Background: an optimization exercise with open tools, aiming at small area and a short achievable clock period. Do not read the settings as production practice.
RTL that was checked went through simulation tests only; none was proved equivalent to the original.

==> wip/umber <==
// montgomery_top
module montgomery_top (
    input           clk     ,
    input           rst_n   ,
    input           en      ,
    input   [11:0]  a       ,
    input   [11:0]  b       ,
    output          busy    ,
    output          done    ,
    output  [11:0]  r
);
reg [3:0] vld;
always @(posedge clk) begin
    if (!rst_n) vld <= 4'd0;
    else        vld <= {vld[2:0], en};
end
assign done = vld[3];
assign busy = en | done;
reg [11:0] a0, b0;
always @(posedge clk) begin
    a0 <= a;
    b0 <= b;
end
wire [23:0] p;
montgomery_multiply u_mul (.a0(a0), .b0(b0), .p(p));
reg [23:0] p1;
always @(posedge clk) p1 <= p;
wire [12:0] qh;
wire [12:0] rp;
reg  [12:0] qh2, pl2, rp3;
montgomery_reduce u_red (.p1(p1), .qh(qh), .qh2(qh2), .pl2(pl2), .rp(rp));
always @(posedge clk) begin
    qh2 <= qh;
    pl2 <= p1[12:0];
    rp3 <= rp;
end
assign r = rp3[12] ? rp3[11:0] + 12'd3329 : rp3[11:0];
endmodule
export LEC_CHECK = 0
export CAP_MARGIN = 20
export CORE_MARGIN = 2
export CORE_UTILIZATION = 40
export SLEW_MARGIN = 20
create_clock -name core_clock -period 8.0 [get_ports {clk}]
run.sh (not shown) runs the stock make flow with config.mk's settings and CLKGATE_MAP_FILE= SYNTH_SCRIPT=/design/flow/synth_recipe.tcl, a recipe that flattens the netlist after the stock synthesis.
==> wip/harbor (differences from wip/umber) <==
--- a/flow/config.mk
+++ b/flow/config.mk
@@ -5,7 +5,9 @@
 export SDC_FILE = /design/flow/constraint.sdc
 export NUM_CORES = 4
 export LEC_CHECK = 0
+export ABC_CLOCK_PERIOD_IN_PS = 3500
 export CAP_MARGIN = 20
 export CORE_MARGIN = 2
 export CORE_UTILIZATION = 40
+export SETUP_SLACK_MARGIN = 4.4
 export SLEW_MARGIN = 20
==> comparison table <==
quantity                                                        wip/umber   wip/harbor
Status                                   no timing/DRC/antenna violations  no timing/DRC/antenna violations
Total Routing Usage GR                                              16.3%        16.2%
M1 GR Usage                                                         22.7%        21.8%
Clock tree cell share of total cell area                            2.97%        2.80%
Clock skew                                                     0.00984 ns    0.0161 ns
Buffers, non-clock                                                     40           81
Critical R2R Launch                                                 b0[8]        a0[2]
Hold Worst Slack                                                 0.328 ns     0.327 ns
Filler-free cell count of the finished design                        1261         1301
Maximum number of pins on one net before global-route repair           18           17
Routed length on met2                                             8.14 mm      9.06 mm
Achievable clock frequency                                      0.201 GHz    0.223 GHz
Fraction of standard cell area that is sequential                   18.5%        17.7%
Met2 usage                                                          26.5%        27.7%
Wire length of the first global-routing pass                      31.2 mm      31.0 mm
Crit. path cell count                                                  14           15
RePlAce Congestion                                                  0.845        0.802
Average wire per standard cell                                    14.1 um      14.2 um


==> build 80: inputs <==
==> flow/design.v <==
module montgomery_reduce #(
    parameter [11:0]    N = 3329        ,
    parameter [12:0]    R = 12          ,
    parameter [12:0]    N_prime = 3327  
)
(
    input                   clk     ,
    input                   rst_n   ,
    input                   en      ,
    input    [25:0]         X       , 
    output   [14:0]         y       ,
    output                  valid
);
reg     [25:0]      X_delay_1       ;
reg     [25:0]      X_delay_2       ;
always@(posedge clk)begin
    if(!rst_n)begin
        X_delay_1 <= 26'b0;
        X_delay_2 <= 26'b0;
    end
    else begin
        X_delay_1 <= X;
        X_delay_2 <= X_delay_1;
    end
end
reg  [3:0]   valid_delay_reg;  
always @(posedge clk)begin	
    if(!rst_n)
        valid_delay_reg <= 4'd0;
    else if(en == 1'b1)
        valid_delay_reg <= {valid_delay_reg[2:0],en};
    else
        valid_delay_reg <= {valid_delay_reg[2:0],1'b0};
end
assign valid = valid_delay_reg[3];  
reg     [11:0]      m               ;
reg     [23:0]      m_mul_N         ;
reg     [26:0]      X_plus_mul      ;
reg     [14:0]      result_reduce   ;
always@(posedge clk)begin
    if(!rst_n)begin
        m <= 12'b0;
        m_mul_N <= 24'b0;
        X_plus_mul <= 27'b0;
        result_reduce <= 15'b0;
    end
    else begin
        m <= X * N_prime;
        m_mul_N <= m * N;
        X_plus_mul <= X_delay_2 + m_mul_N;
        result_reduce <= X_plus_mul >> R;
    end
end
assign y = (result_reduce < N) ? result_reduce : result_reduce - N;
endmodule
module montgomery_multiply #(
    parameter [11:0]    N = 3329        ,
    parameter [12:0]    R = 12          ,
    parameter [12:0]    N_prime = 3327  ,
    parameter [12:0]    R_sq_modN = 2385
)
(
    input                   clk     ,
    input                   rst_n   ,
    input                   en      ,
    input    [11:0]         a       ,
    input    [11:0]         b       ,
    output   [11:0]         result  ,
    output                  valid
);
reg     [23:0]              A1;
reg     [23:0]              B1;
wire    [14:0]              a_mont;
wire    [14:0]              b_mont;
wire                        a_mont_valid;
wire                        b_mont_valid;
reg  [3:0]   en_delay_reg ;
wire         en_delay_1;
always @(posedge clk)begin	
    if(!rst_n)
        en_delay_reg <= 4'd0;
    else if(en == 1'b1)
        en_delay_reg <= {en_delay_reg[2:0],en};
    else
        en_delay_reg <= {en_delay_reg[2:0],1'b0};
end
assign en_delay_1 = en_delay_reg[0] ;
always@(posedge clk)begin
    if(!rst_n)begin
        A1 <= 24'b0;
        B1 <= 24'b0;
    end
    else if(en)begin
        A1 <= a * R_sq_modN;
        B1 <= b * R_sq_modN;
    end
end
montgomery_reduce #(
    .N          (N),
    .R          (R),
    .N_prime    (N_prime)
)
montgomery_reduce_A1
(
    .clk     (clk           ),
    .rst_n   (rst_n         ),
    .en      (en_delay_1    ),
    .X       ({2'b0, A1}    ), 
    .y       (a_mont        ),
    .valid   (a_mont_valid  )
);
montgomery_reduce #(
    .N          (N),
    .R          (R),
    .N_prime    (N_prime)
)
montgomery_reduce_B1
(
    .clk     (clk           ),
    .rst_n   (rst_n         ),
    .en      (en_delay_1    ),
    .X       ({2'b0, B1}    ), 
    .y       (b_mont        ),
    .valid   (b_mont_valid  )
);
reg         [25:0]      X_mul_ab;
reg                     X_mul_ab_valid;
always@(posedge clk)begin
    if(!rst_n)begin 
        X_mul_ab <= 26'b0;
        X_mul_ab_valid <= 1'b0;
    end
    else if(a_mont_valid & b_mont_valid)begin
        X_mul_ab <= a_mont * b_mont;
        X_mul_ab_valid <= a_mont_valid && b_mont_valid;
    end
    else begin 
        X_mul_ab_valid <= a_mont_valid && b_mont_valid;
    end
end
wire     [14:0]     X_out;
wire                X_out_valid;
montgomery_reduce #(
    .N          (N),
    .R          (R),
    .N_prime    (N_prime)
)
montgomery_reduce_X
(
    .clk     (clk           ),
    .rst_n   (rst_n         ),
    .en      (X_mul_ab_valid),
    .X       (X_mul_ab      ), 
    .y       (X_out         ),
    .valid   (X_out_valid   )
);
wire     [14:0]     X1_out;
wire                X1_out_valid;
montgomery_reduce #(
    .N          (N),
    .R          (R),
    .N_prime    (N_prime)
)
montgomery_reduce_X1
(
    .clk     (clk           ),
    .rst_n   (rst_n         ),
    .en      (X_out_valid   ),
    .X       ({11'b0, X_out}), 
    .y       (X1_out        ),
    .valid   (X1_out_valid  )
);
assign result = X1_out;
assign valid = X1_out_valid;
endmodule
module montgomery_top#(
    parameter [11:0]    N = 3329        ,
    parameter [12:0]    R = 12          ,
    parameter [12:0]    N_prime = 3327  ,
    parameter [12:0]    R_sq_modN = 2385
)
(
    input           clk     ,
    input           rst_n   ,
    input           en      ,
    input   [11:0]  a       ,
    input   [11:0]  b       ,
    output          busy    ,
    output          done    ,
    output  [11:0]  r       
);
montgomery_multiply #(
    .N          (N          ),
    .R          (R          ),
    .N_prime    (N_prime    ),
    .R_sq_modN  (R_sq_modN  )
)
u_montgomery_multiply
(
    .clk     (clk       ),
    .rst_n   (rst_n     ),
    .en      (en        ),
    .a       (a         ),
    .b       (b         ),
    .result  (r         ),
    .valid   (done      )
);
assign busy = en || done;
endmodule
==> flow/run.sh <==
#!/bin/bash
# synth_recipe.tcl (not shown) runs the flow's synth.tcl, then flattens the netlist and writes it again
# the make line also repeats each setting of config.mk as NAME=value (left out here)
make -C /OpenROAD-flow-scripts/flow DESIGN_CONFIG=/design/flow/config.mk WORK_HOME=/design/flow/orfs CLKGATE_MAP_FILE= SYNTH_SCRIPT=/design/flow/synth_recipe.tcl finish
==> flow/config.mk <==
export PLATFORM = sky130hd
export DESIGN_NAME = montgomery_top
export DESIGN_NICKNAME = montgomery_top
export VERILOG_FILES = /design/flow/design.v
export SDC_FILE = /design/flow/constraint.sdc
export NUM_CORES = 4
export LEC_CHECK = 0
export CAP_MARGIN = 20
export CORE_MARGIN = 2
export CORE_UTILIZATION = 40
export SLEW_MARGIN = 20
==> flow/constraint.sdc <==
create_clock -name core_clock -period 8.0 [get_ports {clk}]
set_input_delay 1.6000 -clock core_clock [delete_from_list [all_inputs] [get_ports {clk}]]
set_output_delay 1.6000 -clock core_clock [all_outputs]
set_load 0.01 [all_outputs]
==> build 92: changes against build 80 <==
==> flow/design.v, changed modules only <==
module montgomery_reduce (
    input               clk ,
    input       [23:0]  p   ,
    output reg  [11:0]  r
);
localparam [11:0] Q = 12'd3329;
wire [26:0] prod = p[23:11] * 14'd10079;
reg [12:0] qh;
reg [13:0] pl;
always @(posedge clk) begin
    qh <= prod[26:14];
    pl <= p[13:0];
end
wire [13:0] rr  = pl - qh * Q;
wire [13:0] rs  = rr - {2'b0, Q};
always @(posedge clk)
    r <= rs[13] ? rr[11:0] : rs[11:0];
endmodule
module montgomery_multiply (
    input               clk ,
    input       [11:0]  a   ,
    input       [11:0]  b   ,
    output reg  [23:0]  p
);
always @(posedge clk)
    p <= a * b;
endmodule
module montgomery_top (
    input           clk     ,
    input           rst_n   ,
    input           en      ,
    input   [11:0]  a       ,
    input   [11:0]  b       ,
    output          busy    ,
    output          done    ,
    output  [11:0]  r
);
reg [3:0] vld;
always @(posedge clk) begin
    if (!rst_n) vld <= 4'd0;
    else        vld <= {vld[2:0], en};
end
reg [11:0] a0, b0;
always @(posedge clk) begin
    a0 <= a;
    b0 <= b;
end
wire [23:0] p;
montgomery_multiply u_mul (.clk(clk), .a(a0), .b(b0), .p(p));
montgomery_reduce u_red (.clk(clk), .p(p), .r(r));
assign done = vld[3];
assign busy = en | done;
endmodule
==> flow_summary.json <==
{
  "grt_pass1_wl_um": 127000,
  "holdPathStages": 1,
  "grtUsageMet1": 0.200,
  "die_h_um": 318,
  "seq_cell_count": 510,
  "drive_above_1_share": 0.0444,
  "outcome": "finished clean",
  "start_util": 0.402,
  "hpwlAfterDp_um": 59100,
  "slew_headroom": 0.188
}
(the above is from build 80)
==> flow_summary.json <==
{
  "outcome": "finished clean",
  "holdPathStages": 0,
  "drive_above_1_share": 0.0265,
  "yosys_most_used_dff": "dfxtp_1",
  "seq_cell_count": 91,
  "grtUsageTotal": 0.161,
  "start_util": 0.406,
  "fin_util": 0.442,
  "drt-met1-wl_um": 11000,
  "synth_cell_types": 59,
  "grtUsageMet1": 0.216,
  "num_antenna_cells": 0,
  "cts-hold-fix-buffers": 0,
  "hpwlAfterDp_um": 19600,
  "grt_pass1_wl_um": 40000
}
(the above is from build 92)
Function was not checked in any run of this note: the RTL went through the layout flow alone.

==> what the ideal ports hide <==
In the flow no input, the clock included, has a driving cell. The finished layouts below were timed again as built, in two steps. Step 1 sets driving cells, clkbuf_16 on the clock port and buf_2 on the other inputs (assumed; they add their load-dependent delay and slew). Step 2, shift: input delay + t, output delay - t, t = (earliest + latest rising clock arrival at the registers) / 2. This alone moves slack from input paths to output paths. Slacks: ideal / step 1 / step 2; pairs: ideal / step 1.
run	t, ns	setup slack, ns	worst hold slack (ns)	worst setup path at the end	cell pins on the clock port's net
wip/umber	0.392	3.030 / 3.030 / 3.030	0.328 / 0.328 / 0.328	register to register	1
wip/harbor	0.391	3.516 / 3.516 / 3.516	0.327 / 0.327 / 0.327	register to register	1
build 80	0.680	0.416 / 0.416 / 0.416	0.410 / 0.410 / 0.410	register to register	1
build 92	0.404	2.401 / 2.401 / 2.401	0.325 / 0.325 / 0.325	register to register	1
After both steps every run listed still meets setup and hold.
